What follows belongs to an exercise in optimizing a design on an open flow for small area, a short achievable clock period and few clock cycles; a production flow would make more cautious choices. Function was checked by simulation only, so behaviour that the tests miss may differ from the original. Power figures rest on the tool's default switching activity, not on a simulated workload.

<file path="flow/config.mk">
export PLATFORM = sky130hd
export DESIGN_NAME = micro_riscv
export DESIGN_NICKNAME = micro_riscv
export VERILOG_FILES = /design/flow/design.v
export SDC_FILE = /design/flow/constraint.sdc
export NUM_CORES = 8
export LEC_CHECK = 0
export CAP_MARGIN = 40
export CORE_MARGIN = 2
export CORE_UTILIZATION = 30
export PLACE_DENSITY = 0.5
export SLEW_MARGIN = 40
export TNS_END_PERCENT = 0
</file>
<file path="flow/constraint.sdc">
create_clock -name core_clock -period 16.0 [get_ports {clk_i}]
set_input_delay 3.2000 -clock core_clock [delete_from_list [all_inputs] [get_ports {clk_i}]]
set_output_delay 3.2000 -clock core_clock [all_outputs]
set_load 0.01 [all_outputs]
</file>
<file path="flow/design.v">
package cpu_pkg;
parameter RESET_ADDR = 32'h00000000;
parameter OPC_LOAD   = 7'h03;
parameter OPC_IMM    = 7'h13;
parameter OPC_STORE  = 7'h23;
parameter OPC_ALSU   = 7'h33;
parameter OPC_BRANCH = 7'h63;
parameter OPC_SYSTEM = 7'h73;
parameter OPC_AUIPC  = 7'h17;
parameter OPC_LUI    = 7'h37;
parameter OPC_JALR   = 7'h67;
parameter OPC_JAL    = 7'h6F;
typedef enum logic [2:0] { RES_ADD, RES_XOR, RES_OR, RES_AND,
                           RES_SHIFT, RES_LUI, RES_LINK } res_sel_t;
endpackage
import cpu_pkg::*;
module alu(
  input  logic [31:0] alu_rs1_i,
  input  logic [31:0] alu_rs2_i,       
  input  logic [31:0] alu_imm_i,       
  input  logic        alu_use_imm_i,   
  input  logic        alu_sub_i,
  input  logic        alu_sra_i,       
  input  logic        alu_left_i,      
  input  cpu_pkg::res_sel_t alu_sel_i,
  input  logic [31:0] alu_link_i,
  input  logic [2:0]  alu_funct3_i,    
  output logic        alu_branch_o,
  output logic [31:0] alu_sum_o,
  output logic [31:0] alu_result_o
);
  logic [31:0] op2;
  assign op2 = alu_use_imm_i ? alu_imm_i : alu_rs2_i;
  assign alu_sum_o = alu_rs1_i + (alu_sub_i ? ~op2 : op2) + {31'd0, alu_sub_i};
  logic [31:0] sh_in, sh_out, sh_rev;
  logic        sh_big, sh_fill;
  always_comb begin
    for (int i = 0; i < 32; i++) sh_in[i] = alu_left_i ? alu_rs1_i[31-i] : alu_rs1_i[i];
  end
  assign sh_big  = |alu_rs2_i[31:5];
  assign sh_fill = alu_sra_i & alu_rs1_i[31];
  always_comb begin
    if (sh_big) sh_out = {32{sh_fill}};
    else        sh_out = 32'($signed({sh_fill, sh_in}) >>> alu_rs2_i[4:0]);
    for (int i = 0; i < 32; i++) sh_rev[i] = alu_left_i ? sh_out[31-i] : sh_out[i];
  end
  always_comb begin
    case (alu_sel_i)
      RES_XOR:   alu_result_o = alu_rs1_i ^ alu_rs2_i;
      RES_OR:    alu_result_o = alu_rs1_i | alu_rs2_i;
      RES_AND:   alu_result_o = alu_rs1_i & alu_rs2_i;
      RES_SHIFT: alu_result_o = sh_rev;
      RES_LUI:   alu_result_o = alu_imm_i;
      RES_LINK:  alu_result_o = alu_link_i;
      default:   alu_result_o = alu_sum_o;
    endcase
  end
  logic is_equal, is_less;
  assign is_equal = alu_rs1_i == alu_rs2_i;
  assign is_less  = $signed(alu_rs1_i) < $signed(alu_rs2_i);
  always_comb begin
    case (alu_funct3_i)
      3'b000:  alu_branch_o = is_equal;
      3'b001:  alu_branch_o = ~is_equal;
      3'b100:  alu_branch_o = is_less;
      default: alu_branch_o = ~is_less;    
    endcase
  end
endmodule
module register_file (
  input  logic        clk_i,
  input  logic        reset_i,
  input  logic [31:1] read_sel_1_i,
  output logic [31:0] read_data_1_o,
  input  logic [31:1] read_sel_2_i,
  output logic [31:0] read_data_2_o,
  input  logic        write_i,
  input  logic [4:0]  write_reg_i,
  input  logic [31:0] write_data_i,
  output logic [31:1] write_en_o,      
  output logic [31:1] valid_next_o     
);
  logic [31:0] regs [1:31];
  logic [31:1] valid;
  always_comb begin
    for (int i = 1; i < 32; i++) write_en_o[i] = write_i & (write_reg_i == 5'(i));
  end
  assign valid_next_o = valid | write_en_o;
  always_comb begin
    read_data_1_o = 32'd0;
    read_data_2_o = 32'd0;
    for (int i = 1; i < 32; i++) begin
      read_data_1_o = read_data_1_o | ({32{read_sel_1_i[i]}} & regs[i]);
      read_data_2_o = read_data_2_o | ({32{read_sel_2_i[i]}} & regs[i]);
    end
  end
  always_ff @(posedge clk_i or posedge reset_i) begin
    if (reset_i) valid <= '0;
    else         valid <= valid_next_o;
  end
  genvar g;
  for (g = 1; g < 32; g++) begin : r
    always_ff @(posedge clk_i) if (write_en_o[g]) regs[g] <= write_data_i;
  end
endmodule
import cpu_pkg::*;
module micro_riscv(
  input logic         clk_i,
  input logic         reset_i,
  output logic [31:0] cpu_data_addr_o,
  input  logic [31:0] cpu_data_rdata_i,
  output logic [31:0] cpu_data_wdata_o,
  output logic        cpu_data_re_o,
  output logic        cpu_data_we_o,
  output logic [31:0] cpu_instr_addr_o,
  input  logic [31:0] cpu_instr_rdata_i,
  output logic        cpu_finish_o
);
  logic [31:0] pc_f;                  
  logic        v_x;                   
  logic [31:0] ir_x;                  
  logic        x_jal, x_jalr, x_br, x_ld, x_st, x_wr, x_fin, x_imm, x_sub, x_sra, x_left;
  cpu_pkg::res_sel_t x_sel;
  logic [31:1] sel1_x, sel2_x;        
  logic        fwd1_x, fwd2_x;        
  logic        lu_x;                  
  logic [31:0] res_m;                 
  logic [31:0] wd_m;                  
  logic [4:0]  rd_m;
  logic        we_m, ld_m, st_m, fin_m;
  assign cpu_instr_addr_o = pc_f;
  assign cpu_data_addr_o  = res_m;
  assign cpu_data_wdata_o = wd_m;
  assign cpu_data_re_o    = ld_m;
  assign cpu_data_we_o    = st_m;
  assign cpu_finish_o     = fin_m;
  logic [31:0] instr;
  logic [6:0]  opcode;
  logic [2:0]  funct3;
  logic [6:0]  funct7;
  logic [4:0]  rs1, rs2, rd;
  assign instr  = cpu_instr_rdata_i;
  assign opcode = instr[6:0];
  assign funct3 = instr[14:12];
  assign funct7 = instr[31:25];
  assign rs1    = instr[19:15];
  assign rs2    = instr[24:20];
  assign rd     = instr[11:7];
  logic d_jal, d_jalr, d_br, d_ld, d_st, d_wr, d_use1, d_use2, d_fin;
  logic d_imm, d_sub, d_sra, d_left;
  cpu_pkg::res_sel_t d_sel;
  always_comb begin
    d_jal  = 1'b0; d_jalr = 1'b0; d_br = 1'b0; d_ld = 1'b0; d_st = 1'b0;
    d_wr   = 1'b0; d_use1 = 1'b0; d_use2 = 1'b0; d_fin = 1'b0;
    d_imm  = 1'b0; d_sub  = 1'b0; d_sra  = 1'b0; d_left = 1'b0;
    d_sel  = RES_ADD;
    case (opcode)
      OPC_JAL:  begin d_jal = 1'b1; d_wr = 1'b1; d_sel = RES_LINK; end
      OPC_JALR: begin d_jalr = 1'b1; d_wr = 1'b1; d_use1 = 1'b1; d_imm = 1'b1; d_sel = RES_LINK; end
      OPC_BRANCH: begin
        d_use1 = 1'b1; d_use2 = 1'b1;
        if (funct3[1]) d_fin = 1'b1; else d_br = 1'b1;
      end
      OPC_LOAD:  begin d_ld = 1'b1; d_wr = 1'b1; d_use1 = 1'b1; d_imm = 1'b1; end
      OPC_STORE: begin d_st = 1'b1; d_use1 = 1'b1; d_use2 = 1'b1; d_imm = 1'b1; end
      OPC_LUI:   begin d_wr = 1'b1; d_sel = RES_LUI; end
      OPC_IMM: begin
        if (funct3 == 3'b000) begin d_wr = 1'b1; d_use1 = 1'b1; d_imm = 1'b1; end
        else d_fin = 1'b1;
      end
      OPC_ALSU: begin
        d_use1 = 1'b1; d_use2 = 1'b1; d_wr = 1'b1;
        d_sub  = funct7[5];
        d_sra  = funct7[5];
        d_left = ~funct3[2];
        case (funct3)
          3'b000:  begin d_sel = RES_ADD;   if (funct7 != 7'h00 && funct7 != 7'h20) d_fin = 1'b1; end
          3'b101:  begin d_sel = RES_SHIFT; if (funct7 != 7'h00 && funct7 != 7'h20) d_fin = 1'b1; end
          3'b001:  begin d_sel = RES_SHIFT; if (funct7 != 7'h00) d_fin = 1'b1; end
          3'b100:  begin d_sel = RES_XOR;   if (funct7 != 7'h00) d_fin = 1'b1; end
          3'b110:  begin d_sel = RES_OR;    if (funct7 != 7'h00) d_fin = 1'b1; end
          3'b111:  begin d_sel = RES_AND;   if (funct7 != 7'h00) d_fin = 1'b1; end
          default: d_fin = 1'b1;
        endcase
      end
      default: d_fin = 1'b1;     
    endcase
    if (d_fin) begin
      d_jal = 1'b0; d_jalr = 1'b0; d_br = 1'b0; d_ld = 1'b0; d_st = 1'b0; d_wr = 1'b0;
      d_use1 = 1'b0; d_use2 = 1'b0;
    end
    if (rd == 5'd0) d_wr = 1'b0;
  end
  logic [31:1] wen, valid_next, dec1, dec2;
  logic        f_fwd1, f_fwd2, f_lu;
  logic [4:0]  rd_x;
  assign rd_x   = ir_x[11:7];
  assign f_fwd1 = v_x & x_wr & (rd_x == rs1);
  assign f_fwd2 = v_x & x_wr & (rd_x == rs2);
  assign f_lu   = x_ld & ((f_fwd1 & d_use1) | (f_fwd2 & d_use2));
  logic [31:1] rd_sel_ok;
  always_comb begin
    for (int i = 1; i < 32; i++) begin
      rd_sel_ok[i] = valid_next[i] & ~(v_x & x_wr & (rd_x == 5'(i)));
      dec1[i] = (rs1 == 5'(i)) & rd_sel_ok[i];
      dec2[i] = (rs2 == 5'(i)) & rd_sel_ok[i];
    end
  end
  logic [31:0] rf_rd1, rf_rd2, rs1v, rs2v;
  logic [31:0] wb_data;
  register_file reg_file_i (
    .clk_i         (clk_i),
    .reset_i       (reset_i),
    .read_sel_1_i  (sel1_x),
    .read_data_1_o (rf_rd1),
    .read_sel_2_i  (sel2_x),
    .read_data_2_o (rf_rd2),
    .write_i       (we_m),
    .write_reg_i   (rd_m),
    .write_data_i  (wb_data),
    .write_en_o    (wen),
    .valid_next_o  (valid_next)
  );
  assign rs1v = rf_rd1 | ({32{fwd1_x}} & res_m);
  assign rs2v = rf_rd2 | ({32{fwd2_x}} & res_m);
  logic [31:0] x_immv;
  always_comb begin
    if (x_st)                 x_immv = {{20{ir_x[31]}}, ir_x[31:25], ir_x[11:7]};    
    else if (x_sel == RES_LUI) x_immv = {ir_x[31:12], 12'b0};                        
    else                      x_immv = {{20{ir_x[31]}}, ir_x[31:20]};                
  end
  logic        br_cond;
  logic [31:0] sum, result;
  alu alu_i (
    .alu_rs1_i     (rs1v),
    .alu_rs2_i     (rs2v),
    .alu_imm_i     (x_immv),
    .alu_use_imm_i (x_imm),
    .alu_sub_i     (x_sub),
    .alu_sra_i     (x_sra),
    .alu_left_i    (x_left),
    .alu_sel_i     (x_sel),
    .alu_link_i    (pc_f),
    .alu_funct3_i  (ir_x[14:12]),
    .alu_branch_o  (br_cond),
    .alu_sum_o     (sum),
    .alu_result_o  (result)
  );
  logic [31:0] bj_imm, bj_imm_m4, bj_tgt;
  assign bj_imm    = lu_x  ? 32'd0 :
                     x_jal ? {{12{ir_x[31]}}, ir_x[19:12], ir_x[20], ir_x[30:21], 1'b0}
                           : {{20{ir_x[31]}}, ir_x[7], ir_x[30:25], ir_x[11:8], 1'b0};
  assign bj_imm_m4 = bj_imm - 32'd4;
  assign bj_tgt    = pc_f + bj_imm_m4;
  logic fire, redirect;
  assign fire     = v_x & ~lu_x & ~fin_m;
  assign redirect = fire & (x_jal | x_jalr | (x_br & br_cond)) | (v_x & lu_x);
  assign wb_data = ld_m ? cpu_data_rdata_i : res_m;
  always_ff @(posedge clk_i or posedge reset_i) begin
    if (reset_i) begin
      pc_f  <= RESET_ADDR;
      v_x   <= 1'b0;
      we_m  <= 1'b0;
      ld_m  <= 1'b0;
      st_m  <= 1'b0;
      fin_m <= 1'b0;
    end else begin
      we_m  <= fire & x_wr;
      ld_m  <= fire & x_ld;
      st_m  <= fire & x_st;
      fin_m <= fin_m | (fire & x_fin);
      v_x   <= ~redirect;
      pc_f  <= redirect ? (x_jalr & ~lu_x ? sum : bj_tgt) : pc_f + 32'd4;
    end
  end
  always_ff @(posedge clk_i) begin
    ir_x   <= instr;
    x_jal  <= d_jal;  x_jalr <= d_jalr; x_br  <= d_br;  x_ld  <= d_ld;  x_st   <= d_st;
    x_wr   <= d_wr;   x_fin  <= d_fin;  x_imm <= d_imm; x_sub <= d_sub; x_sra  <= d_sra;
    x_left <= d_left; x_sel  <= d_sel;
    sel1_x <= dec1;
    sel2_x <= dec2;
    fwd1_x <= f_fwd1;
    fwd2_x <= f_fwd2;
    lu_x   <= f_lu;
    res_m  <= result;
    wd_m   <= rs2v;
    rd_m   <= rd_x;
  end
endmodule
</file>
<file path="flow/flow/run.sh">
#!/bin/bash
set -euo pipefail
export SETUP_SLACK_MARGIN=11.5
export BUFFER_PORTS_ARGS="-buffer_cell sky130_fd_sc_hd__buf_4"
bash standard.sh > standard_flow.log 2>&1
</file>
<file path="flow/standard.sh">
#!/bin/bash
# synth_recipe.tcl (not shown) runs the flow's synth.tcl, then flattens the netlist and writes it again
# the make line also repeats each setting of config.mk as NAME=value (left out here)
make -C /OpenROAD-flow-scripts/flow DESIGN_CONFIG=/design/flow/config.mk WORK_HOME=/design/flow/orfs CLKGATE_MAP_FILE= SYNTH_SCRIPT=/design/flow/synth_recipe.tcl "${@:-finish}"
</file>
==> results of run 1 <==
[synth_stat cells, types with 9 or more instances]
cell type	number	share of area
sky130_fd_sc_hd__a211oi_1	41	0.0052
sky130_fd_sc_hd__a21boi_0	15	0.0019
sky130_fd_sc_hd__a21o_1	40	0.0050
sky130_fd_sc_hd__a21oi_1	137	0.011
sky130_fd_sc_hd__a221o_1	9	0.0015
sky130_fd_sc_hd__a221oi_1	43	0.0063
sky130_fd_sc_hd__a22o_1	21	0.0031
sky130_fd_sc_hd__a22oi_1	991	0.12
sky130_fd_sc_hd__and2_1	18	0.0019
sky130_fd_sc_hd__and3_1	32	0.0034
sky130_fd_sc_hd__buf_1	35	0.0022
sky130_fd_sc_hd__buf_2	115	0.0096
sky130_fd_sc_hd__buf_4	22	0.0028
sky130_fd_sc_hd__buf_6	30	0.0057
sky130_fd_sc_hd__clkbuf_1	114	0.0072
sky130_fd_sc_hd__dfrtp_1	68	0.029
sky130_fd_sc_hd__dfxtp_1	172	0.058
sky130_fd_sc_hd__edfxtp_1	992	0.50
sky130_fd_sc_hd__ha_1	180	0.038
sky130_fd_sc_hd__inv_1	175	0.011
sky130_fd_sc_hd__mux2_2	41	0.0077
sky130_fd_sc_hd__mux2i_1	52	0.0087
sky130_fd_sc_hd__mux4_2	22	0.0083
sky130_fd_sc_hd__nand2_1	196	0.012
sky130_fd_sc_hd__nand2b_1	22	0.0023
sky130_fd_sc_hd__nand3_1	97	0.0081
sky130_fd_sc_hd__nand4_1	251	0.026
sky130_fd_sc_hd__nor2_1	209	0.013
sky130_fd_sc_hd__nor2b_1	26	0.0027
sky130_fd_sc_hd__nor3_1	59	0.0049
sky130_fd_sc_hd__nor4_1	43	0.0045
sky130_fd_sc_hd__nor4_2	18	0.0038
sky130_fd_sc_hd__o211ai_1	13	0.0016
sky130_fd_sc_hd__o21a_1	21	0.0026
sky130_fd_sc_hd__o21ai_0	154	0.013
sky130_fd_sc_hd__o22ai_1	14	0.0015
sky130_fd_sc_hd__or2_2	46	0.0048
sky130_fd_sc_hd__or3_1	11	0.0012
sky130_fd_sc_hd__or4_1	24	0.0030
sky130_fd_sc_hd__xnor2_1	94	0.014
sky130_fd_sc_hd__xor2_1	33	0.0048
[routing by layer]
layer | part of all wire | vias up | routed length, µm | track usage
li1 | - | 20500 | - | -
met1 | 0.35 | 27100 | 126000 | 0.411
met2 | 0.40 | 6070 | 142000 | 0.476
met3 | 0.15 | 1893 | 55300 | 0.151
met4 | 0.096 | 28 | 34500 | 0.245
met5 | 0.0020 | - | 713 | 0.0161
[layout make-up]
type                       count  share of cell area
timing repair buffer         675               0.102
inverter                     184              0.0101
multi-input combinational   3123               0.316
clock buffer                 173              0.0493
clock inverter                71              0.0111
antenna                       17            0.000566
sequential                  1232               0.468
tap                         2640              0.0439
[state kept, by name (all words and copies together), names as in the netlist, 3 cells and up]
signal / flops
ir_x: 25
pc_f: 32
rd_m: 5
reg_file_i.regs: 992
reg_file_i.valid: 31
res_m: 32
sel1_x: 31
sel2_x: 31
wd_m: 32
x_sel: 3
[logic make-up (layout without fill, tap and decap cells)]
kind of cell,count (synthesis),after routing,share of synthesized area
buffers and inverters,500,1103,0.0390
other,0,17,0
AOI/OAI and AO/OA,1614,1614,0.195
xor gates and xnor gates,127,127,0.0186
muxes,115,115,0.0248
DFF,1232,1232,0.585
and+or+nand+nor,1085,1085,0.0983
adders and majority gates,182,182,0.0384
[worst reg2reg max path, delay by kind of cell (launching register included)]
kind | cells | cell delay [ns]
compound gates | 4 | 1.39
buf+inv | 3 | 0.73
flops | 1 | 0.31
simple gates | 7 | 2.53
[stage by stage]
stage,setup WS (ns),instance area (µm²)
after floorplan,11.09,59700
after CTS,11.10,74800
after global routing,10.91,75200
final,10.91,75200
after global placement,9.59,64400
after detailed placement,9.58,64600
[how the worst max path moves through the flow]
stage / end / slack [ns] / cells after the start
6_report: res_m[13] / 10.91 / 14
5_1_grt: pc_f[30] / 10.91 / 23
4_1_cts: pc_f[27] / 11.10 / 21
3_5_place_dp: pc_f[0] / 9.58 / 20
3_3_place_gp: pc_f[0] / 9.59 / 18
2_1_floorplan: pc_f[30] / 11.09 / 24
[power breakdown]
group          switching (mW)  internal [mW]  leakage (nW)
Clock                    1.41           1.87          2.19
Sequential             0.0689           3.47          11.5
Combinational           0.275          0.176          12.7
Total                    1.75           5.52          26.4
[repair_timing]
action,4_1_cts,5_1_grt
endpoints found under the hold margin,0,0
pin swaps,90,33
cloned,37,3
endpoints found under the setup margin,149,149
resized for setup,466,32
setup buffers,272,18
==> results.sh, run 1 <==
export IMPL_outcome="finished clean"
export IMPL_timing_critical_path_slowest_stage_cell="sky130_fd_sc_hd__or4_4"
export IMPL_cts_htree_levels=4
export IMPL_post_route_fraction_of_the_period_consumed_by_the_critical_path=0.318
export IMPL_grt_start_max_net_pins=69
export IMPL_io_pins=165
export IMPL_ctsHoldBuffers=0
export IMPL_die_area_um2=202000
export IMPL_timing_rr_start="sel2_x[15]"
export IMPL_fin_util=0.381
export IMPL_post_layout_power_mw=7.27
export IMPL_finalSetupTns_ns=0
export IMPL_vias_per_cell=6.85
export IMPL_cap_violations=0
export IMPL_syn_nets=5103
export IMPL_cts_root_buffer="sky130_fd_sc_hd__clkbuf_16"
export IMPL_insertion_delay_ns=0.83
export IMPL_slew_viol_final=0
export IMPL_timing_hold_worst_endpoint="fin_m"
export IMPL_route_final_wire_length_um=359000
export IMPL_drc=0
export IMPL_multi_input_comb_area_um2=23700
export IMPL_drtPass1Iterations=12
export IMPL_worstSetupPathType="reg2reg"
export IMPL_clkTransAtPathRegs_ns=0.06
export IMPL_critical_path_n_buffers_inverters=3
export IMPL_worst_slew_pin_tran_ns=1.05
export IMPL_cp_common_cell="sky130_fd_sc_hd__nand4_1"
export IMPL_cp_data_required_time_ns=16.66
export IMPL_final_hold_viol_count=0
export IMPL_placementRows=163
export IMPL_layout_commonest_cell="sky130_fd_sc_hd__edfxtp_1"
export IMPL_timing_final_crit_period_ns=5.09
export IMPL_grt_antenna_before_repair=28
export IMPL_finalSetupViolations=0
export IMPL_final_layout_size_suffix_gt1_frac=0.244
export IMPL_ir_worst_vdd_uv=107
export IMPL_final_net_count=5600
export IMPL_filler_cell_count=19000
export IMPL_power_per_cell_area_nw_per_um2=96.6
export IMPL_num_vias=55600
export IMPL_most_frequent_cells_in_the_layout="sky130_fd_sc_hd__edfxtp_1 (992), sky130_fd_sc_hd__a22oi_1 (962), sky130_fd_sc_hd__buf_4 (472), sky130_fd_sc_hd__nand4_1 (251), sky130_fd_sc_hd__nand2_1 (194)"
export IMPL_chipHeight_um=450
export IMPL_reg2reg_depth=14
export IMPL_syn_to_final_growth_pct=26.0
export IMPL_unrepaired_setup_endpoints_after_global_routing="true"
export IMPL_seq_area_um2=35200
export IMPL_fmax_ghz=0.197
export IMPL_critical_path_cell_chain="buf_6 -> a22oi_1 -> nand4_1 -> or4_4 -> buf_4 -> clkinv_1 -> nand4_1 -> nor4_4 -> nand4_4 -> or2_2 -> nand2_1 -> o21ai_1 -> o2111a_1 -> a21oi_4"
export IMPL_first_global_vias=52200
export IMPL_syn_area_um2=59700
export IMPL_worst_hold_path_num_cells=1
export IMPL_biggest_fanout_along_the_worst_timing_path=32
export IMPL_hold_path_class="reg2reg"
export IMPL_detail_route_antenna_nets=0
export IMPL_power_leakage_nw=26.4
export IMPL_cts_buffers_inserted=136
export IMPL_worst_setup_path_startpoint="sel2_x[15]"
export IMPL_clock_sinks=1232
export IMPL_wl_per_cell_um=44.2
export IMPL_post_synth_inst_count=4855
export IMPL_place_congestion=1.02
export IMPL_ys_seq_elements=1232
export IMPL_place_inst=7524
export IMPL_cts_tree="done"
export IMPL_worst_setup_path_end_kind="register"
export IMPL_crit_path_start_kind="register"
export IMPL_cpLargestDelayFamily="simple AND/OR/NAND/NOR gates"
export IMPL_cpPeakStageDelay_ns=0.65
export IMPL_asyncSetResetFlopFracSynth=0.0552
export IMPL_hold_start="x_fin"
export IMPL_synthesis_yosys_warnings=4
export IMPL_buffers_from_clock_root_to_sink_at_most=3
export IMPL_arrival_time_at_the_worst_endpoint_ns=5.75
export IMPL_wire_length_of_the_first_global_routing_pass_um=470000
export IMPL_die_width_um=450
export IMPL_holdWs_ns=0.433
export IMPL_finalNonFillerCells=8115
export IMPL_grt_remaining_overflow=0
export IMPL_portBuffers=164
export IMPL_number_of_enable_type_register_cells_in_the_synthesized_netlist=992
export IMPL_most_common_flop_cell_mapped_by_yosys="sky130_fd_sc_hd__edfxtp_1"
export IMPL_reg2reg_slack_ns=10.91
export IMPL_grt_resource_usage_total=0.340
export IMPL_synthesis_area_per_instance_um2=12.3
export IMPL_drt_iter0_markers=12700
export IMPL_r2r_end="res_m[13]"
export IMPL_timing_slew_headroom=0.298
export IMPL_ys_types=94
export IMPL_fin_worst_skew_ns=0.0713
export IMPL_hpwlAfterDp_um=202000
export IMPL_core_region_area_um2=197000
export IMPL_start_util=0.302
export IMPL_fraction_of_the_yosys_area_taken_by_sequential_cells=0.585
Testbench counts, summed over its fixed seeds: cycles 35,011.
==> run 2, diff against run 1 <==
--- a/flow/design.v
+++ b/flow/design.v
@@ -32,5 +32,30 @@
   logic [31:0] op2;
   assign op2 = alu_use_imm_i ? alu_imm_i : alu_rs2_i;
-  assign alu_sum_o = alu_rs1_i + (alu_sub_i ? ~op2 : op2) + {31'd0, alu_sub_i};
+  logic [31:0] add_b, add_p, add_g, add_c;
+  logic [31:0] pg_g [0:5];
+  logic [31:0] pg_p [0:5];
+  assign add_b = alu_sub_i ? ~op2 : op2;
+  assign add_p = alu_rs1_i ^ add_b;
+  assign add_g = alu_rs1_i & add_b;
+  always_comb begin
+    for (int i = 0; i < 32; i++) begin
+      pg_g[0][i] = (i == 0) ? (add_g[0] | (add_p[0] & alu_sub_i)) : add_g[i];
+      pg_p[0][i] = (i == 0) ? 1'b0 : add_p[i];
+    end
+    for (int l = 0; l < 5; l++) begin
+      for (int i = 0; i < 32; i++) begin
+        if ((i >> l) & 1) begin
+          pg_g[l+1][i] = pg_g[l][i] | (pg_p[l][i] & pg_g[l][((i >> l) << l) - 1]);
+          pg_p[l+1][i] = pg_p[l][i] & pg_p[l][((i >> l) << l) - 1];
+        end else begin
+          pg_g[l+1][i] = pg_g[l][i];
+          pg_p[l+1][i] = pg_p[l][i];
+        end
+      end
+    end
+    add_c[0] = alu_sub_i;
+    for (int i = 1; i < 32; i++) add_c[i] = pg_g[5][i-1];
+  end
+  assign alu_sum_o = add_p ^ add_c;
   logic [31:0] sh_in, sh_out, sh_rev;
   logic        sh_big, sh_fill;
@@ -57,6 +82,33 @@
   end
   logic is_equal, is_less;
-  assign is_equal = alu_rs1_i == alu_rs2_i;
-  assign is_less  = $signed(alu_rs1_i) < $signed(alu_rs2_i);
+  logic [31:0] lt_l0, eq_l0;
+  logic [15:0] lt_l1, eq_l1;
+  logic [7:0]  lt_l2, eq_l2;
+  logic [3:0]  lt_l3, eq_l3;
+  logic [1:0]  lt_l4, eq_l4;
+  always_comb begin
+    for (int i = 0; i < 32; i++) begin
+      eq_l0[i] = ~(alu_rs1_i[i] ^ alu_rs2_i[i]);
+      lt_l0[i] = (i == 31) ? (alu_rs1_i[i] & ~alu_rs2_i[i]) : (~alu_rs1_i[i] & alu_rs2_i[i]);
+    end
+    for (int i = 0; i < 16; i++) begin
+      lt_l1[i] = lt_l0[2*i+1] | (eq_l0[2*i+1] & lt_l0[2*i]);
+      eq_l1[i] = eq_l0[2*i+1] & eq_l0[2*i];
+    end
+    for (int i = 0; i < 8; i++) begin
+      lt_l2[i] = lt_l1[2*i+1] | (eq_l1[2*i+1] & lt_l1[2*i]);
+      eq_l2[i] = eq_l1[2*i+1] & eq_l1[2*i];
+    end
+    for (int i = 0; i < 4; i++) begin
+      lt_l3[i] = lt_l2[2*i+1] | (eq_l2[2*i+1] & lt_l2[2*i]);
+      eq_l3[i] = eq_l2[2*i+1] & eq_l2[2*i];
+    end
+    for (int i = 0; i < 2; i++) begin
+      lt_l4[i] = lt_l3[2*i+1] | (eq_l3[2*i+1] & lt_l3[2*i]);
+      eq_l4[i] = eq_l3[2*i+1] & eq_l3[2*i];
+    end
+    is_less  = lt_l4[1] | (eq_l4[1] & lt_l4[0]);
+    is_equal = eq_l4[1] & eq_l4[0];
+  end
   always_comb begin
     case (alu_funct3_i)
--- a/flow/config.mk
+++ b/flow/config.mk
@@ -6,8 +6,10 @@
 export NUM_CORES = 8
 export LEC_CHECK = 0
-export CAP_MARGIN = 40
+export CAP_MARGIN = 20
 export CORE_MARGIN = 2
-export CORE_UTILIZATION = 30
-export PLACE_DENSITY = 0.5
-export SLEW_MARGIN = 40
+export CORE_UTILIZATION = 45
+export CTS_CLUSTER_DIAMETER = 100
+export CTS_CLUSTER_SIZE = 20
+export PLACE_DENSITY = 0.65
+export SLEW_MARGIN = 20
 export TNS_END_PERCENT = 0
==> run 2 against run 1 <==
Compared with the run above:
- worst hold slack improved by 0.0012 ns
- clock skew shrank 0.0023 ns
- setup slack better by 0.16 ns
- critical path type unchanged
- core utilization increased by 14 points
- clock-buffer cell count down 70
- final cell count shrank 15%
- first-iteration DRC count decreased by 2.9%
- area after synthesis increased by 0.31%
- synthesized cell count is 0.74% lower
- still clean on timing, DRC and antenna
- final area decreased by 8.7%
- die area fell by 33%
==> results.sh, run 2 <==
export IMPL_die_width_um=369
export IMPL_synth_largest_area_cell="sky130_fd_sc_hd__edfxtp_1"
export IMPL_io_pins=165
export IMPL_ir_worst_vdd_uv=82.8
export IMPL_reg2reg_slack_ns=11.07
export IMPL_chipHeight_um=369
export IMPL_grt_remaining_overflow=0
export IMPL_asyncSetResetFlopFracSynth=0.0552
export IMPL_vias_per_cell=7.74
export IMPL_portBuffers=164
export IMPL_fmax_ghz=0.203
export IMPL_power_per_cell_area_nw_per_um2=87.3
export IMPL_syn_nets=5076
export IMPL_critical_path_cell_chain="buf_8 -> a22oi_1 -> nand4_1 -> nor4_4 -> buf_6 -> inv_1 -> ha_1 -> or3_4 -> o2111ai_4 -> a21boi_4 -> o2111ai_2 -> nand2_2 -> o31a_1 -> a221o_1 -> a21oi_2 -> xor2_2 -> a22oi_1"
export IMPL_ys_types=86
export IMPL_fin_worst_skew_ns=0.0690
export IMPL_most_frequent_cells_in_the_layout="sky130_fd_sc_hd__a22oi_1 (1,021), sky130_fd_sc_hd__edfxtp_1 (992), sky130_fd_sc_hd__buf_4 (380), sky130_fd_sc_hd__nand4_1 (263), sky130_fd_sc_hd__nand2_1 (205)"
export IMPL_fraction_of_the_yosys_area_taken_by_sequential_cells=0.584
export IMPL_post_route_fraction_of_the_period_consumed_by_the_critical_path=0.308
export IMPL_r2r_end="res_m[31]"
export IMPL_hold_start="x_ld"
export IMPL_final_net_count=5335
export IMPL_num_vias=53400
export IMPL_largest_register_ff_count=992
export IMPL_ctsHoldBuffers=0
export IMPL_route_final_wire_length_um=319000
export IMPL_first_global_vias=49600
export IMPL_hold_path_class="reg2reg"
export IMPL_clkTransAtPathRegs_ns=0.09
export IMPL_timing_final_crit_period_ns=4.93
export IMPL_start_util=0.454
export IMPL_grt_resource_usage_total=0.453
export IMPL_crit_path_start_kind="register"
export IMPL_synthesis_area_per_instance_um2=12.4
export IMPL_critical_path_n_buffers_inverters=3
export IMPL_biggest_fanout_along_the_worst_timing_path=25
export IMPL_wl_per_cell_um=46.3
export IMPL_worst_setup_path_end_kind="register"
export IMPL_post_synth_inst_count=4819
export IMPL_cts_tree="done"
export IMPL_worstSetupPathType="reg2reg"
export IMPL_arrival_time_at_the_worst_endpoint_ns=5.48
export IMPL_number_of_enable_type_register_cells_in_the_synthesized_netlist=992
export IMPL_cts_root_buffer="sky130_fd_sc_hd__clkbuf_16"
export IMPL_finalSetupTns_ns=0
export IMPL_synthTopCellsByCount="sky130_fd_sc_hd__a22oi_1 (1,036), sky130_fd_sc_hd__edfxtp_1 (992), sky130_fd_sc_hd__nand4_1 (263), sky130_fd_sc_hd__nand2_1 (210), sky130_fd_sc_hd__clkbuf_1 (201)"
export IMPL_synthDominantCellAreaShare=0.498
export IMPL_grt_antenna_before_repair=21
export IMPL_timing_slew_headroom=0.192
export IMPL_reg2reg_depth=17
export IMPL_synth_most_common_cell="sky130_fd_sc_hd__a22oi_1"
export IMPL_clock_sinks=1232
export IMPL_cp_common_cell="sky130_fd_sc_hd__a22oi_1"
export IMPL_syn_to_final_growth_pct=14.7
export IMPL_cpPeakStageDelay_ns=0.55
export IMPL_drc=0
export IMPL_timing_rr_start="sel1_x[19]"
export IMPL_placementRows=133
export IMPL_ys_seq_elements=1232
export IMPL_slew_viol_final=0
export IMPL_cts_buffers_inserted=74
export IMPL_cp_data_required_time_ns=16.56
export IMPL_final_hold_viol_count=0
export IMPL_outcome="finished clean"
export IMPL_worst_slew_pin_tran_ns=1.21
export IMPL_die_area_um2=136000
export IMPL_drtPass1Iterations=17
export IMPL_most_common_flop_cell_mapped_by_yosys="sky130_fd_sc_hd__edfxtp_1"
export IMPL_timing_critical_path_slowest_stage_cell="sky130_fd_sc_hd__nor4_4"
export IMPL_syn_area_um2=59900
export IMPL_worst_hold_path_num_cells=2
export IMPL_cts_htree_levels=3
export IMPL_grt_start_max_net_pins=58
export IMPL_synthesis_yosys_warnings=6
export IMPL_layout_commonest_cell="sky130_fd_sc_hd__a22oi_1"
export IMPL_buffers_from_clock_root_to_sink_at_most=3
export IMPL_finalSetupViolations=0
export IMPL_post_synth_main_area_contributors="sky130_fd_sc_hd__edfxtp_1 (50%), sky130_fd_sc_hd__a22oi_1 (13%), sky130_fd_sc_hd__dfxtp_1 (5.8%)"
export IMPL_final_layout_size_suffix_gt1_frac=0.190
export IMPL_wire_length_of_the_first_global_routing_pass_um=421000
export IMPL_power_leakage_nw=24.5
export IMPL_cap_violations=0
export IMPL_detail_route_antenna_nets=0
export IMPL_core_region_area_um2=132000
export IMPL_hpwlAfterDp_um=180000
export IMPL_unrepaired_setup_endpoints_after_global_routing="true"
export IMPL_insertion_delay_ns=0.76
export IMPL_timing_hold_worst_endpoint="lu_x"
export IMPL_place_congestion=1.02
export IMPL_fin_util=0.521
export IMPL_cpLargestDelayFamily="compound AO/OA/AOI/OAI gates"
export IMPL_max_flop_register="reg_file_i.regs"
export IMPL_drt_iter0_markers=12300
run 2: changes by cell type in the layout (fill, tap and decap cells not counted), sizes merged, moves of 24 or more:
cell,previous run,this run
a211oi,43,17
clkinv,49,10
clkbuf,177,108
nor2,211,177
nand3,97,73
mux2i,52,103
buf,641,473
a22oi,997,1041
run 2: kinds of logic after synthesis:
logic type / after synthesis / share of synthesized area
xor+xnor: 122 / 0.0179
mux: 166 / 0.0334
compound gates: 1549 / 0.185
simple gates: 1063 / 0.101
fa+ha+maj: 191 / 0.0407
flops: 1232 / 0.584
buf+inv: 496 / 0.0378
run 2: layer usage:
layer | track usage | up-vias | wire, µm
met2 | 0.643 | 6006 | 129000
met1 | 0.519 | 25600 | 104000
met4 | 0.346 | 26 | 33700
met5 | 0.0274 | - | 719
li1 | - | 19800 | -
met3 | 0.226 | 1981 | 52700
run 2: worst max path at each step:
stage	startpoint	to	slack [ns]	depth (start not counted)
finish	sel1_x[19]	res_m[31]	11.07	17
global route	x_sel[0]	res_m[22]	11.07	20
CTS	sel2_x[1]	pc_f[31]	11.28	22
detailed placement	sel2_x[1]	pc_f[31]	9.95	21
global placement	sel2_x[1]	pc_f[31]	9.92	21
floorplan	sel2_x[13]	pc_f[31]	11.15	21
run 2: worst reg2reg max path: cells and delay by family, from the launching register on:
family	cells	cell delay [ns]
adder cells (fa/ha/maj)	1	0.23
buffers and inverters	3	0.73
AO/OA/AOI/OAI	8	1.95
flip-flops	1	0.49
XOR/XNOR	1	0.19
AND/OR/NAND/NOR	4	1.18
run 2: metrics by stage:
stage	worst slack (ns)	instance area, µm²	hold slack, ns	total power, mW	std cells
global placement	9.92	63400	0.423	3.99	6603
detailed placement	9.95	63400	0.426	3.99	6603
global route	11.07	68600	0.463	6.12	6876
finish	11.07	68600	0.434	5.99	6898
floorplan	11.15	59900	0.329	3.82	4819
CTS	11.28	68100	0.440	5.96	6845
run 2: what timing repair did:
| item | in CTS | in global routing |
|---|---|---|
| setup endpoints to repair | 130 | 127 |
| pin swaps | 44 | 30 |
| cloned | 15 | 5 |
| endpoints found under the hold margin | 0 | 0 |
| gates resized for setup | 273 | 45 |
| buffers inserted | 112 | 22 |
run 2: power breakdown:
part | switching [mW] | internal (mW)
sequential | 0.0554 | 3.47
clock | 1.15 | 0.913
combinational | 0.254 | 0.151
total | 1.46 | 4.53
run 2: final cells by class:
class                   count  area [µm²]
flip-flops and latches   1232       35100
clock buffers             103        2000
repair buffers            492        4920
well taps                1755        2200
clock inverters            12         218
fillers                 11300       63200
multi-input cells        3091       23400
diodes                     26        65.1
inverters                 187         721
Testbench counts of run 2, summed over its fixed seeds: cycles 35,011.
==> run 3, diff against run 2 <==
--- a/flow/config.mk
+++ b/flow/config.mk
@@ -10,5 +10,5 @@
 export CORE_UTILIZATION = 45
 export CTS_CLUSTER_DIAMETER = 100
-export CTS_CLUSTER_SIZE = 20
+export CTS_CLUSTER_SIZE = 16
 export PLACE_DENSITY = 0.65
 export SLEW_MARGIN = 20
==> run 3 against run 2 <==
Compared with the run above:
- still clean on timing, DRC and antenna
- non-clock buffer count shrank 17
- synthesized cell count is the same
- power grew 2.5%
- flip-flop and latch count is the same
- maximum frequency grew 0.53%
- critical path depth grew 1
- clock-buffer cell count grew 21
- worst hold slack is essentially flat
- global-route usage grew 0.069 points
- clock skew shrank 0.034 ns
- critical path type unchanged
- critical endpoint is now pc_f[31]
- highest routed layer unchanged
==> results.sh, run 3 <==
export IMPL_portBuffers=164
export IMPL_cts_root_buffer="sky130_fd_sc_hd__clkbuf_16"
export IMPL_number_of_enable_type_register_cells_in_the_synthesized_netlist=992
export IMPL_timing_final_crit_period_ns=4.90
export IMPL_largest_register_ff_count=992
export IMPL_ys_types=86
export IMPL_cts_buffers_inserted=89
export IMPL_insertion_delay_ns=0.74
export IMPL_worst_hold_path_num_cells=2
export IMPL_fin_worst_skew_ns=0.0345
export IMPL_post_route_fraction_of_the_period_consumed_by_the_critical_path=0.306
export IMPL_multi_input_comb_area_um2=23300
export IMPL_grt_remaining_overflow=0
export IMPL_dpl_worst_slack_ns=9.95
export IMPL_worst_setup_path_end_kind="register"
export IMPL_hpwlAfterDp_um=180000
export IMPL_final_net_count=5333
export IMPL_hold_path_class="reg2reg"
export IMPL_max_flop_register="reg_file_i.regs"
export IMPL_core_region_area_um2=132000
export IMPL_crit_path_start_kind="register"
export IMPL_power_per_cell_area_nw_per_um2=89.5
export IMPL_drtPass1Iterations=13
export IMPL_ir_worst_vdd_uv=80.8
export IMPL_syn_nets=5076
export IMPL_timing_slew_headroom=0.111
export IMPL_worstSetupPathType="reg2reg"
export IMPL_drt_iter0_markers=12000
export IMPL_synthDominantCellAreaShare=0.498
export IMPL_filler_cell_count=11400
export IMPL_start_util=0.454
export IMPL_cap_violations=0
export IMPL_syn_to_final_growth_pct=14.6
export IMPL_grtUsageMet2=0.641
export IMPL_route_final_wire_length_um=317000
export IMPL_layout_commonest_cell="sky130_fd_sc_hd__a22oi_1"
export IMPL_synthesis_area_per_instance_um2=12.4
export IMPL_synth_largest_area_cell="sky130_fd_sc_hd__edfxtp_1"
export IMPL_wl_per_cell_um=46.1
export IMPL_buffers_from_clock_root_to_sink_at_most=3
export IMPL_finalInstanceArea_um2=68600
export IMPL_cp_data_required_time_ns=16.62
export IMPL_finalNonFillerCells=6884
export IMPL_final_layout_size_suffix_gt1_frac=0.189
export IMPL_io_pins=165
export IMPL_finalSetupViolations=0
export IMPL_setup_slack_ns=11.10
export IMPL_seq_area_um2=35200
export IMPL_syn_area_um2=59900
export IMPL_clkTransAtPathRegs_ns=0.08
export IMPL_grt_antenna_before_repair=16
export IMPL_fin_util=0.520
export IMPL_arrival_time_at_the_worst_endpoint_ns=5.52
export IMPL_reg2reg_depth=18
export IMPL_vias_per_cell=7.74
export IMPL_outcome="finished clean"
export IMPL_unrepaired_setup_endpoints_after_global_routing="true"
export IMPL_cts_tree="done"
export IMPL_grt_util_met3=0.215
export IMPL_placementRows=133
export IMPL_clock_sinks=1232
export IMPL_num_vias=53300
export IMPL_chipHeight_um=369
export IMPL_ys_seq_elements=1232
export IMPL_detail_route_antenna_nets=0
export IMPL_finalSetupTns_ns=0
export IMPL_wire_length_of_the_first_global_routing_pass_um=422000
export IMPL_synthTopCellsByCount="sky130_fd_sc_hd__a22oi_1 (1,036), sky130_fd_sc_hd__edfxtp_1 (992), sky130_fd_sc_hd__nand4_1 (263), sky130_fd_sc_hd__nand2_1 (210), sky130_fd_sc_hd__clkbuf_1 (201)"
export IMPL_fmax_ghz=0.204
export IMPL_final_hold_viol_count=0
export IMPL_synth_most_common_cell="sky130_fd_sc_hd__a22oi_1"
export IMPL_die_width_um=369
export IMPL_die_area_um2=136000
export IMPL_grtUsageMet1=0.524
export IMPL_fraction_of_the_yosys_area_taken_by_sequential_cells=0.584
export IMPL_detailed_place_area_um2=63400
export IMPL_post_synth_main_area_contributors="sky130_fd_sc_hd__edfxtp_1 (50%), sky130_fd_sc_hd__a22oi_1 (13%), sky130_fd_sc_hd__dfxtp_1 (5.8%)"
export IMPL_most_common_flop_cell_mapped_by_yosys="sky130_fd_sc_hd__edfxtp_1"
export IMPL_power_leakage_nw=24.5
export IMPL_grt_resource_usage_total=0.454
export IMPL_biggest_fanout_along_the_worst_timing_path=32
export IMPL_most_frequent_cells_in_the_layout="sky130_fd_sc_hd__a22oi_1 (1,027), sky130_fd_sc_hd__edfxtp_1 (992), sky130_fd_sc_hd__buf_4 (376), sky130_fd_sc_hd__nand4_1 (263), sky130_fd_sc_hd__nand2_1 (206)"
export IMPL_first_global_vias=49900
export IMPL_post_synth_inst_count=4819
export IMPL_asyncSetResetFlopFracSynth=0.0552
export IMPL_worst_slew_pin_tran_ns=1.32
export IMPL_top_usage_layer="met2"
export IMPL_place_inst=6603
export IMPL_cts_htree_levels=3
export IMPL_slew_viol_final=0
export IMPL_synthesis_yosys_warnings=6
export IMPL_place_congestion=1.02
export IMPL_grt_start_max_net_pins=58
export IMPL_drc=0
-- run 3: cell counts after synthesis --
No cell type changed its count.
-- run 3: kinds of logic (layout without fill, tap and decap cells) --
| family | count (synthesis) | count (layout) | share of synthesized area |
|---|---|---|---|
| flip-flops | 1232 | 1232 | 0.584 |
| XOR/XNOR | 122 | 122 | 0.0179 |
| other | 0 | 11 | 0 |
| AO/OA/AOI/OAI | 1549 | 1549 | 0.185 |
| buffers and inverters | 496 | 795 | 0.0378 |
| AND/OR/NAND/NOR | 1063 | 1063 | 0.101 |
| multiplexers | 166 | 166 | 0.0334 |
| adder cells (fa/ha/maj) | 191 | 191 | 0.0407 |
-- run 3: timing repair --
action | in CTS | in global routing
resized for setup | 299 | 15
endpoints found under the hold margin | 0 | 0
hold buffers | 0 | 0
setup buffers | 119 | 2
endpoints found under the setup margin | 131 | 128
cloned | 15 | 1
pin swaps | 44 | 8
-- run 3: area by class of cell --
type                       instances  area share
multi-input combinational       3091       0.340
tap                             1755      0.0320
sequential                      1232       0.513
clock buffer                     124      0.0344
inverter                         187      0.0105
timing repair buffer             475      0.0674
antenna                           11    0.000401
clock inverter                     9     0.00230
-- run 3: stage by stage --
step	hold WS [ns]	power, mW
floorplan	0.329	3.82
global placement	0.423	3.99
detailed placement	0.426	3.99
CTS	0.437	6.11
global route	0.461	6.27
finish	0.435	6.14
-- run 3: worst paths after layout --
path / endpoint / startpoint / slack, ns
worst max-delay path: pc_f[31] / sel1_x[30] / 11.10
worst min-delay path: lu_x / x_ld / 0.43
worst max register to register: pc_f[31] / sel1_x[30] / 11.10
worst min register to register: lu_x / x_ld / 0.43
max in group asynchronous: ld_m / reset_i / 12.33
min in group asynchronous: pc_f[19] / reset_i / 2.54
-- run 3: layer usage --
layer / wire [µm] / vias up / part of all wire
li1: - / 19800 / -
met1: 103000 / 25800 / 0.33
met2: 127000 / 5704 / 0.40
met3: 51700 / 1922 / 0.16
met4: 34300 / 39 / 0.11
met5: 1060 / - / 0.0033
-- run 3: where the power goes --
part	switching (mW)	leakage, nW	internal [mW]	total (mW)
Sequential	0.0559	11.5	3.47	3.52
Combinational	0.254	11.8	0.152	0.405
Clock	1.18	1.21	1.03	2.21
Total	1.49	24.5	4.65	6.14
-- run 3: worst max-delay path: stages, from the launching register on --
cell	delay [ns]
sky130_fd_sc_hd__dfxtp_2	0.32
sky130_fd_sc_hd__buf_4	0.36
sky130_fd_sc_hd__a22oi_1	0.40
sky130_fd_sc_hd__nand4_1	0.15
sky130_fd_sc_hd__nor4_2	0.43
sky130_fd_sc_hd__buf_6	0.28
sky130_fd_sc_hd__inv_1	0.12
sky130_fd_sc_hd__ha_1	0.38
sky130_fd_sc_hd__nor4_4	0.37
sky130_fd_sc_hd__nand3_2	0.20
sky130_fd_sc_hd__nor2_1	0.14
sky130_fd_sc_hd__nand4_1	0.23
sky130_fd_sc_hd__a21oi_1	0.21
sky130_fd_sc_hd__nor2b_1	0.06
sky130_fd_sc_hd__mux2i_1	0.21
sky130_fd_sc_hd__a31oi_4	0.17
sky130_fd_sc_hd__buf_12	0.21
sky130_fd_sc_hd__and3_1	0.16
sky130_fd_sc_hd__a311oi_1	0.25
==> run 4, diff against run 3 <==
==> flow/flow/run.sh (replaced) <==
#!/bin/bash
set -euo pipefail
export SETUP_SLACK_MARGIN=11.5
export BUFFER_PORTS_ARGS="-buffer_cell sky130_fd_sc_hd__buf_4"
DONT_USE="sky130_fd_sc_hd__probe_p_8 sky130_fd_sc_hd__probec_p_8 sky130_fd_sc_hd__lpflow_bleeder_1 sky130_fd_sc_hd__lpflow_clkbufkapwr_1 sky130_fd_sc_hd__lpflow_clkbufkapwr_16 sky130_fd_sc_hd__lpflow_clkbufkapwr_2 sky130_fd_sc_hd__lpflow_clkbufkapwr_4 sky130_fd_sc_hd__lpflow_clkbufkapwr_8 sky130_fd_sc_hd__lpflow_clkinvkapwr_1 sky130_fd_sc_hd__lpflow_clkinvkapwr_16 sky130_fd_sc_hd__lpflow_clkinvkapwr_2 sky130_fd_sc_hd__lpflow_clkinvkapwr_4 sky130_fd_sc_hd__lpflow_clkinvkapwr_8 sky130_fd_sc_hd__lpflow_decapkapwr_12 sky130_fd_sc_hd__lpflow_decapkapwr_3 sky130_fd_sc_hd__lpflow_decapkapwr_4 sky130_fd_sc_hd__lpflow_decapkapwr_6 sky130_fd_sc_hd__lpflow_decapkapwr_8 sky130_fd_sc_hd__lpflow_inputiso0n_1 sky130_fd_sc_hd__lpflow_inputiso0p_1 sky130_fd_sc_hd__lpflow_inputiso1n_1 sky130_fd_sc_hd__lpflow_inputiso1p_1 sky130_fd_sc_hd__lpflow_inputisolatch_1 sky130_fd_sc_hd__lpflow_isobufsrc_1 sky130_fd_sc_hd__lpflow_isobufsrc_16 sky130_fd_sc_hd__lpflow_isobufsrc_2 sky130_fd_sc_hd__lpflow_isobufsrc_4 sky130_fd_sc_hd__lpflow_isobufsrc_8 sky130_fd_sc_hd__lpflow_isobufsrckapwr_16 sky130_fd_sc_hd__lpflow_lsbuf_lh_hl_isowell_tap_1 sky130_fd_sc_hd__lpflow_lsbuf_lh_hl_isowell_tap_2 sky130_fd_sc_hd__lpflow_lsbuf_lh_hl_isowell_tap_4 sky130_fd_sc_hd__lpflow_lsbuf_lh_isowell_4 sky130_fd_sc_hd__lpflow_lsbuf_lh_isowell_tap_1 sky130_fd_sc_hd__lpflow_lsbuf_lh_isowell_tap_2 sky130_fd_sc_hd__lpflow_lsbuf_lh_isowell_tap_4 sky130_fd_sc_hd__a2111o_1 sky130_fd_sc_hd__a2111o_2 sky130_fd_sc_hd__a2111o_4 sky130_fd_sc_hd__a2111oi_0 sky130_fd_sc_hd__a2111oi_1 sky130_fd_sc_hd__a2111oi_2 sky130_fd_sc_hd__a2111oi_4 sky130_fd_sc_hd__a222oi_1 sky130_fd_sc_hd__a311o_1 sky130_fd_sc_hd__a311o_2 sky130_fd_sc_hd__a311o_4 sky130_fd_sc_hd__a311oi_1 sky130_fd_sc_hd__a311oi_2 sky130_fd_sc_hd__a311oi_4 sky130_fd_sc_hd__a32o_1 sky130_fd_sc_hd__a32o_2 sky130_fd_sc_hd__a32o_4 sky130_fd_sc_hd__a32oi_1 sky130_fd_sc_hd__a32oi_2 sky130_fd_sc_hd__a32oi_4 sky130_fd_sc_hd__a41o_1 sky130_fd_sc_hd__a41o_2 sky130_fd_sc_hd__a41o_4 sky130_fd_sc_hd__a41oi_1 sky130_fd_sc_hd__a41oi_2 sky130_fd_sc_hd__a41oi_4 sky130_fd_sc_hd__nor4_1 sky130_fd_sc_hd__nor4_2 sky130_fd_sc_hd__nor4_4 sky130_fd_sc_hd__nor4b_1 sky130_fd_sc_hd__nor4b_2 sky130_fd_sc_hd__nor4b_4 sky130_fd_sc_hd__nor4bb_1 sky130_fd_sc_hd__nor4bb_2 sky130_fd_sc_hd__nor4bb_4 sky130_fd_sc_hd__o2111a_1 sky130_fd_sc_hd__o2111a_2 sky130_fd_sc_hd__o2111a_4 sky130_fd_sc_hd__o2111ai_1 sky130_fd_sc_hd__o2111ai_2 sky130_fd_sc_hd__o2111ai_4 sky130_fd_sc_hd__o311a_1 sky130_fd_sc_hd__o311a_2 sky130_fd_sc_hd__o311a_4 sky130_fd_sc_hd__o311ai_0 sky130_fd_sc_hd__o311ai_1 sky130_fd_sc_hd__o311ai_2 sky130_fd_sc_hd__o311ai_4 sky130_fd_sc_hd__o32a_1 sky130_fd_sc_hd__o32a_2 sky130_fd_sc_hd__o32a_4 sky130_fd_sc_hd__o32ai_1 sky130_fd_sc_hd__o32ai_2 sky130_fd_sc_hd__o32ai_4 sky130_fd_sc_hd__o41a_1 sky130_fd_sc_hd__o41a_2 sky130_fd_sc_hd__o41a_4 sky130_fd_sc_hd__o41ai_1 sky130_fd_sc_hd__o41ai_2 sky130_fd_sc_hd__o41ai_4 sky130_fd_sc_hd__or4_1 sky130_fd_sc_hd__or4_2 sky130_fd_sc_hd__or4_4 sky130_fd_sc_hd__or4b_1 sky130_fd_sc_hd__or4b_2 sky130_fd_sc_hd__or4b_4 sky130_fd_sc_hd__or4bb_1 sky130_fd_sc_hd__or4bb_2 sky130_fd_sc_hd__or4bb_4"
bash standard.sh "DONT_USE_CELLS=$DONT_USE" finish > standard_flow.log 2>&1
--- a/flow/config.mk
+++ b/flow/config.mk
@@ -10,5 +10,5 @@
 export CORE_UTILIZATION = 45
 export CTS_CLUSTER_DIAMETER = 100
-export CTS_CLUSTER_SIZE = 16
+export CTS_CLUSTER_SIZE = 20
 export PLACE_DENSITY = 0.65
 export SLEW_MARGIN = 20
==> run 4 against run 3 <==
Compared with the run above:
- still clean on timing, DRC and antenna
- final cell count increased by 0.16%
- maximum frequency rose by 3.2%
- synthesized cell count rose by 1.0%
- via count up 0.37%
- first-iteration DRC count is 8.4% higher
- area after synthesis grew 0.63%
- setup slack improved by 0.15 ns
- combinational power up 2%
- critical path depth is 5 lower
- critical path type unchanged
==> results.sh, run 4 <==
export IMPL_timing_critical_path_slowest_stage_cell="sky130_fd_sc_hd__a21oi_1"
export IMPL_num_vias=53500
export IMPL_drc=0
export IMPL_worst_hold_path_num_cells=2
export IMPL_fin_worst_skew_ns=0.0552
export IMPL_timing_slew_headroom=0.237
export IMPL_met3RoutedLength_um=51900
export IMPL_crit_path_start_kind="register"
export IMPL_ys_types=71
export IMPL_reg2reg_depth=13
export IMPL_place_congestion=1.06
export IMPL_syn_area_um2=60200
export IMPL_grt_resource_usage_total=0.434
export IMPL_outcome="finished clean"
export IMPL_hpwlAfterDp_um=176000
export IMPL_drtPass1Iterations=17
export IMPL_hold_path_class="reg2reg"
export IMPL_die_area_um2=137000
export IMPL_finalSetupViolations=0
export IMPL_buffers_from_clock_root_to_sink_at_most=3
export IMPL_grt_remaining_overflow=0
export IMPL_cpPeakStageDelay_ns=0.71
export IMPL_portBuffers=164
export IMPL_largest_register_ff_count=992
export IMPL_asyncSetResetFlopFracSynth=0.0552
export IMPL_synthDominantCellAreaShare=0.495
export IMPL_first_global_vias=49200
export IMPL_cts_root_buffer="sky130_fd_sc_hd__clkbuf_16"
export IMPL_hold_start="x_fin"
export IMPL_biggest_fanout_along_the_worst_timing_path=46
export IMPL_post_layout_power_mw=5.96
export IMPL_syn_nets=5125
export IMPL_start_util=0.452
export IMPL_cts_tree="done"
export IMPL_post_synth_main_area_contributors="sky130_fd_sc_hd__edfxtp_1 (49%), sky130_fd_sc_hd__a22oi_1 (13%), sky130_fd_sc_hd__dfxtp_1 (5.7%)"
export IMPL_synthTopCellsByCount="sky130_fd_sc_hd__a22oi_1 (1,032), sky130_fd_sc_hd__edfxtp_1 (992), sky130_fd_sc_hd__and4_1 (236), sky130_fd_sc_hd__nor2_1 (208), sky130_fd_sc_hd__nand2_1 (190)"
export IMPL_finalInstanceArea_um2=68500
export IMPL_layout_commonest_cell="sky130_fd_sc_hd__a22oi_1"
export IMPL_fraction_of_the_yosys_area_taken_by_sequential_cells=0.580
export IMPL_io_pins=165
export IMPL_most_frequent_cells_in_the_layout="sky130_fd_sc_hd__a22oi_1 (1,029), sky130_fd_sc_hd__edfxtp_1 (992), sky130_fd_sc_hd__buf_4 (337), sky130_fd_sc_hd__and4_1 (235), sky130_fd_sc_hd__nand2_1 (190)"
export IMPL_clkTransAtPathRegs_ns=0.10
export IMPL_placementRows=134
export IMPL_final_net_count=5328
export IMPL_power_per_cell_area_nw_per_um2=87.0
export IMPL_syn_to_final_growth_pct=13.7
export IMPL_ys_seq_elements=1232
export IMPL_critical_path_cell_chain="buf_12 -> a22oi_1 -> and4_1 -> nand4_4 -> buf_16 -> inv_6 -> mux2i_2 -> mux4_2 -> mux2i_1 -> mux2i_1 -> a21oi_1 -> a221oi_1 -> nor2_1"
export IMPL_cp_common_cell="sky130_fd_sc_hd__mux2i_1"
export IMPL_routed_top_layer="met5"
export IMPL_arrival_time_at_the_worst_endpoint_ns=5.35
export IMPL_insertion_delay_ns=0.75
export IMPL_final_hold_viol_count=0
export IMPL_timing_rr_start="sel2_x[31]"
export IMPL_cts_htree_levels=3
export IMPL_worstSetupPathType="reg2reg"
export IMPL_wire_length_of_the_first_global_routing_pass_um=408000
export IMPL_cts_buffers_inserted=73
export IMPL_ir_worst_vdd_uv=93.9
export IMPL_clock_sinks=1232
export IMPL_most_common_flop_cell_mapped_by_yosys="sky130_fd_sc_hd__edfxtp_1"
export IMPL_core_region_area_um2=133000
export IMPL_worst_setup_path_end_kind="register"
export IMPL_detailed_place_area_um2=63700
export IMPL_route_final_wire_length_um=309000
export IMPL_cp_data_required_time_ns=16.60
export IMPL_detail_route_antenna_nets=0
export IMPL_reg2reg_slack_ns=11.25
export IMPL_slew_viol_final=0
export IMPL_die_width_um=370
export IMPL_power_leakage_nw=22.6
export IMPL_number_of_enable_type_register_cells_in_the_synthesized_netlist=992
export IMPL_critical_path_n_buffers_inverters=3
export IMPL_cpLargestDelayFamily="multiplexers"
export IMPL_finalSetupTns_ns=0
export IMPL_grt_start_max_net_pins=65
export IMPL_cap_violations=0
export IMPL_post_route_fraction_of_the_period_consumed_by_the_critical_path=0.297
export IMPL_unrepaired_setup_endpoints_after_global_routing="true"
export IMPL_synth_most_common_cell="sky130_fd_sc_hd__a22oi_1"
export IMPL_timing_final_crit_period_ns=4.75
export IMPL_met2WireLength_um=125000
export IMPL_r2r_end="res_m[14]"
export IMPL_ctsHoldBuffers=0
export IMPL_drt_iter0_markers=13000
export IMPL_synthesis_yosys_warnings=6
export IMPL_vias_per_cell=7.75
export IMPL_max_flop_register="reg_file_i.regs"
export IMPL_fmax_ghz=0.211
export IMPL_wl_per_cell_um=44.8
export IMPL_grt_antenna_before_repair=29
export IMPL_worst_slew_pin_tran_ns=1.14
export IMPL_synth_largest_area_cell="sky130_fd_sc_hd__edfxtp_1"
export IMPL_timing_hold_worst_endpoint="fin_m"
export IMPL_final_layout_size_suffix_gt1_frac=0.176
export IMPL_chipHeight_um=370
export IMPL_post_synth_inst_count=4868
export IMPL_detail_route_wirelength_met1_um=100000
export IMPL_synthesis_area_per_instance_um2=12.4
==> run 4: cell count changes after synthesis, moves of 26 or more <==
cell	delta
sky130_fd_sc_hd__and4_1	+233
sky130_fd_sc_hd__buf_2	+82
sky130_fd_sc_hd__buf_6	-35
sky130_fd_sc_hd__clkbuf_1	-39
sky130_fd_sc_hd__nand4_1	-179
sky130_fd_sc_hd__nor2_1	+31
sky130_fd_sc_hd__nor4_1	-26
sky130_fd_sc_hd__nor4_2	-41
==> run 4: tightest hold or removal path, cell delays in order (launching register included) <==
cell and delay (ns):
sky130_fd_sc_hd__dfxtp_1 0.30, sky130_fd_sc_hd__nand3b_1 0.07, sky130_fd_sc_hd__nand2_1 0.05
==> run 4: how the worst max path moves through the flow <==
| stage | depth (start not counted) | startpoint | slack, ns | end |
|---|---|---|---|---|
| 6_report | 13 | sel2_x[31] | 11.25 | res_m[14] |
| 5_1_grt | 17 | sel2_x[7] | 11.37 | pc_f[26] |
| 4_1_cts | 1 | pc_f[25] | 11.37 | cpu_instr_addr_o[25] |
| 3_5_place_dp | 18 | sel2_x[10] | 10.14 | res_m[22] |
| 3_3_place_gp | 18 | sel2_x[16] | 10.17 | res_m[22] |
| 2_1_floorplan | 20 | sel2_x[11] | 11.51 | pc_f[31] |
==> run 4: layout make-up <==
cell class	instances	area, µm²
fill	11500	64700
sequential	1232	35200
multi-input combinational	3146	23900
timing repair buffer	433	4250
tap	1768	2210
clock buffer	106	2010
inverter	185	714
clock inverter	11	179
antenna	14	35.0
==> run 4: stage by stage <==
| stage | hold WS [ns] | std cells | util | setup WS, ns |
|---|---|---|---|---|
| 6_report | 0.452 | 6895 | 0.514 | 11.25 |
| 5_1_grt | 0.472 | 6883 | 0.514 | 11.37 |
| 4_1_cts | 0.454 | 6814 | 0.506 | 11.37 |
| 3_5_place_dp | 0.435 | 6640 | 0.479 | 10.14 |
| 3_3_place_gp | 0.433 | 6640 | 0.479 | 10.17 |
| 2_1_floorplan | 0.329 | 4868 | - | 11.51 |
==> run 4: cell families (layout without fill, tap and decap cells) <==
group           count (synthesis)  in the layout  share of synthesized area
other cells                     0             14                          0
fa+ha+maj                     191            191                     0.0404
flops                        1232           1232                      0.580
compound gates               1537           1537                      0.183
mux                           174            174                     0.0356
simple gates                 1119           1119                      0.109
buf+inv                       490            735                     0.0341
xor+xnor                      125            125                     0.0182
==> run 4: layer usage <==
metal	up-vias	GRT usage
met1	25600	0.515
li1	19800	-
met3	1947	0.195
met2	6069	0.624
met5	-	0.00385
met4	20	0.307
==> run 4: repair_timing <==
action | CTS | global route
endpoints found under the setup margin | 129 | 124
setup buffers | 56 | 61
endpoints found under the hold margin | 0 | 0
resized for setup | 241 | 132
pin swaps | 17 | 17
cloned | 1 | 6
==> run 4: power breakdown <==
part           internal (mW)  switching [mW]  leakage, nW
registers               3.47          0.0469         11.5
clock network          0.897            1.13         1.05
logic                  0.157           0.255         10.1
==> run 5, diff against run 4 <==
--- a/flow/config.mk
+++ b/flow/config.mk
@@ -10,5 +10,5 @@
 export CORE_UTILIZATION = 45
 export CTS_CLUSTER_DIAMETER = 100
-export CTS_CLUSTER_SIZE = 20
+export CTS_CLUSTER_SIZE = 24
 export PLACE_DENSITY = 0.65
 export SLEW_MARGIN = 20
==> run 5 against run 4 <==
Compared with the run above:
- global-route usage barely moved
- critical path depth shrank 1
- clock-buffer cell count decreased by 17
- largest power group unchanged
- register-to-register slack improved by 0.03 ns
- clock skew fell by 0.016 ns
- sequential share of layout area up 0.23 points
- clock power fell by 12%
- area after synthesis unchanged
- sequential power hardly changed
- largest cell class unchanged
- flip-flop and latch count unchanged
- critical endpoint is now res_m[2]
==> results.sh, run 5 <==
export IMPL_outcome="finished clean"
export IMPL_grt_antenna_before_repair=23
export IMPL_drc=0
export IMPL_holdWs_ns=0.453
export IMPL_hpwlAfterDp_um=176000
export IMPL_fin_worst_skew_ns=0.0388
export IMPL_layout_commonest_cell="sky130_fd_sc_hd__a22oi_1"
export IMPL_drtPass1Iterations=15
export IMPL_cp_data_required_time_ns=16.56
export IMPL_final_net_count=5331
export IMPL_grt_resource_usage_total=0.434
export IMPL_insertion_delay_ns=0.78
export IMPL_num_vias=53300
export IMPL_timing_final_crit_period_ns=4.72
export IMPL_most_frequent_cells_in_the_layout="sky130_fd_sc_hd__a22oi_1 (1,027), sky130_fd_sc_hd__edfxtp_1 (992), sky130_fd_sc_hd__buf_4 (352), sky130_fd_sc_hd__and4_1 (235), sky130_fd_sc_hd__nand2_1 (190)"
export IMPL_worst_setup_path_end_kind="register"
export IMPL_ys_seq_elements=1232
export IMPL_worst_hold_path_num_cells=2
export IMPL_io_pins=165
export IMPL_finalSetupTns_ns=0
export IMPL_most_common_flop_cell_mapped_by_yosys="sky130_fd_sc_hd__edfxtp_1"
export IMPL_wl_per_cell_um=44.7
export IMPL_hold_path_class="reg2reg"
export IMPL_number_of_enable_type_register_cells_in_the_synthesized_netlist=992
export IMPL_placementRows=134
export IMPL_biggest_fanout_along_the_worst_timing_path=46
export IMPL_synthDominantCellAreaShare=0.495
export IMPL_max_flop_register="reg_file_i.regs"
export IMPL_grt_start_max_net_pins=65
export IMPL_final_hold_viol_count=0
export IMPL_clock_sinks=1232
export IMPL_cts_root_buffer="sky130_fd_sc_hd__clkbuf_16"
export IMPL_reg2reg_slack_ns=11.28
export IMPL_cts_tree="done"
export IMPL_timing_slew_headroom=0.255
export IMPL_reg2reg_depth=12
export IMPL_grt_remaining_overflow=0
export IMPL_portBuffers=164
export IMPL_ir_worst_vdd_uv=97.8
export IMPL_die_area_um2=137000
export IMPL_cts_htree_levels=2
export IMPL_unrepaired_setup_endpoints_after_global_routing="true"
export IMPL_drt_iter0_markers=13300
export IMPL_chipHeight_um=370
export IMPL_place_inst=6640
export IMPL_syn_to_final_growth_pct=13.2
export IMPL_place_congestion=1.06
export IMPL_detail_route_antenna_nets=0
export IMPL_start_util=0.452
==> run 5: kinds of logic after synthesis <==
kind of cell,after synthesis,share of synthesized area
AO/OA/AOI/OAI,1537,0.183
flip-flops,1232,0.580
AND/OR/NAND/NOR,1119,0.109
buffers and inverters,490,0.0341
adder cells (fa/ha/maj),191,0.0404
multiplexers,174,0.0356
XOR/XNOR,125,0.0182
==> run 5: worst max-delay path, cell delays in order (launching register included) <==
cell,delay [ns]
sky130_fd_sc_hd__dfxtp_2,0.34
sky130_fd_sc_hd__buf_12,0.17
sky130_fd_sc_hd__a22oi_1,0.26
sky130_fd_sc_hd__and4_1,0.28
sky130_fd_sc_hd__nand4_4,0.15
sky130_fd_sc_hd__buf_16,0.21
sky130_fd_sc_hd__inv_6,0.44
sky130_fd_sc_hd__mux2i_1,0.41
sky130_fd_sc_hd__mux4_2,0.70
sky130_fd_sc_hd__mux2i_1,0.21
sky130_fd_sc_hd__nor3_1,0.08
sky130_fd_sc_hd__a221o_1,0.37
sky130_fd_sc_hd__o22ai_1,0.70
==> run 5: worst max path at each step <==
stage,from,end,slack (ns),cells after the start
2_1_floorplan,sel2_x[11],pc_f[31],11.51,20
3_3_place_gp,sel2_x[16],res_m[22],10.17,18
3_5_place_dp,sel2_x[10],res_m[22],10.14,18
4_1_cts,res_m[10],cpu_data_addr_o[10],11.36,2
5_1_grt,sel2_x[12],pc_f[23],11.31,18
6_report,sel2_x[6],res_m[2],11.28,12
==> run 5: metal layers <==
layer	part of all wire	track usage
met5	0.0021	0.0206
met4	0.10	0.314
met3	0.17	0.199
met2	0.40	0.621
met1	0.33	0.512
==> run 5: power breakdown <==
group	total, mW	switching [mW]	internal, mW	leakage (nW)
combinational	0.412	0.255	0.157	10.2
sequential	3.52	0.0463	3.47	11.5
clock	1.78	1.07	0.707	0.823
==> run 5: cell type report <==
cell class	count	area, µm²	share of cell area
Antenna cell	16	40.0	0.000587
Clock buffer	89	1600	0.0235
Clock inverter	7	120	0.00176
Inverter	185	718	0.0105
Multi-Input combinational cell	3146	23900	0.351
Sequential cell	1232	35200	0.516
Tap cell	1768	2210	0.0324
Timing Repair Buffer	450	4400	0.0645
==> run 5: repair_timing <==
| action | CTS | global route |
|---|---|---|
| pin swaps | 16 | 38 |
| buffers inserted | 65 | 70 |
| resized for setup | 258 | 122 |
| endpoints found under the setup margin | 129 | 124 |
| gates cloned | 1 | 5 |
==> run 5: per-stage QoR <==
stage / utilization / setup slack, ns
floorplan: - / 11.51
global placement: 0.479 / 10.17
detailed placement: 0.479 / 10.14
CTS: 0.503 / 11.36
global route: 0.512 / 11.31
finish: 0.512 / 11.28

==> port drivers added, routing unchanged <==
Ports are ideal in the flow. The routed layouts listed here were re-timed in OpenROAD. Step 1 sets driving cells, clkbuf_16 on the clock port and buf_2 on the other inputs (assumed; they add their load-dependent delay and slew). Step 2 moves the port delays by t, midway between the first and last clock arrival at a register: inputs arrive t later, outputs are due t later. That takes back most of the time a late clock gives input paths. Slacks: no drivers / after step 1 / after step 2; pairs: no drivers / after step 1.
run | t, ns | slack for setup (ns) | worst setup path after step 2 | latest minus earliest clock arrival (ns)
run 1 | 0.889 | 10.911 / 10.911 / 10.435 | input to register | 0.071 / 0.071
run 2 | 0.802 | 11.073 / 11.073 / 10.857 | input to register | 0.070 / 0.070
run 3 | 0.801 | 11.099 / 11.099 / 10.921 | input to register | 0.039 / 0.038
run 4 | 0.801 | 11.253 / 11.253 / 10.891 | input to register | 0.055 / 0.055
run 5 | 0.839 | 11.283 / 11.240 / 10.843 | input to register | 0.039 / 0.039
After both steps every run listed still meets setup and hold. The setup slack of run 1, which loses most, moves by 0.000 ns with the drivers and by -0.476 ns with both steps.
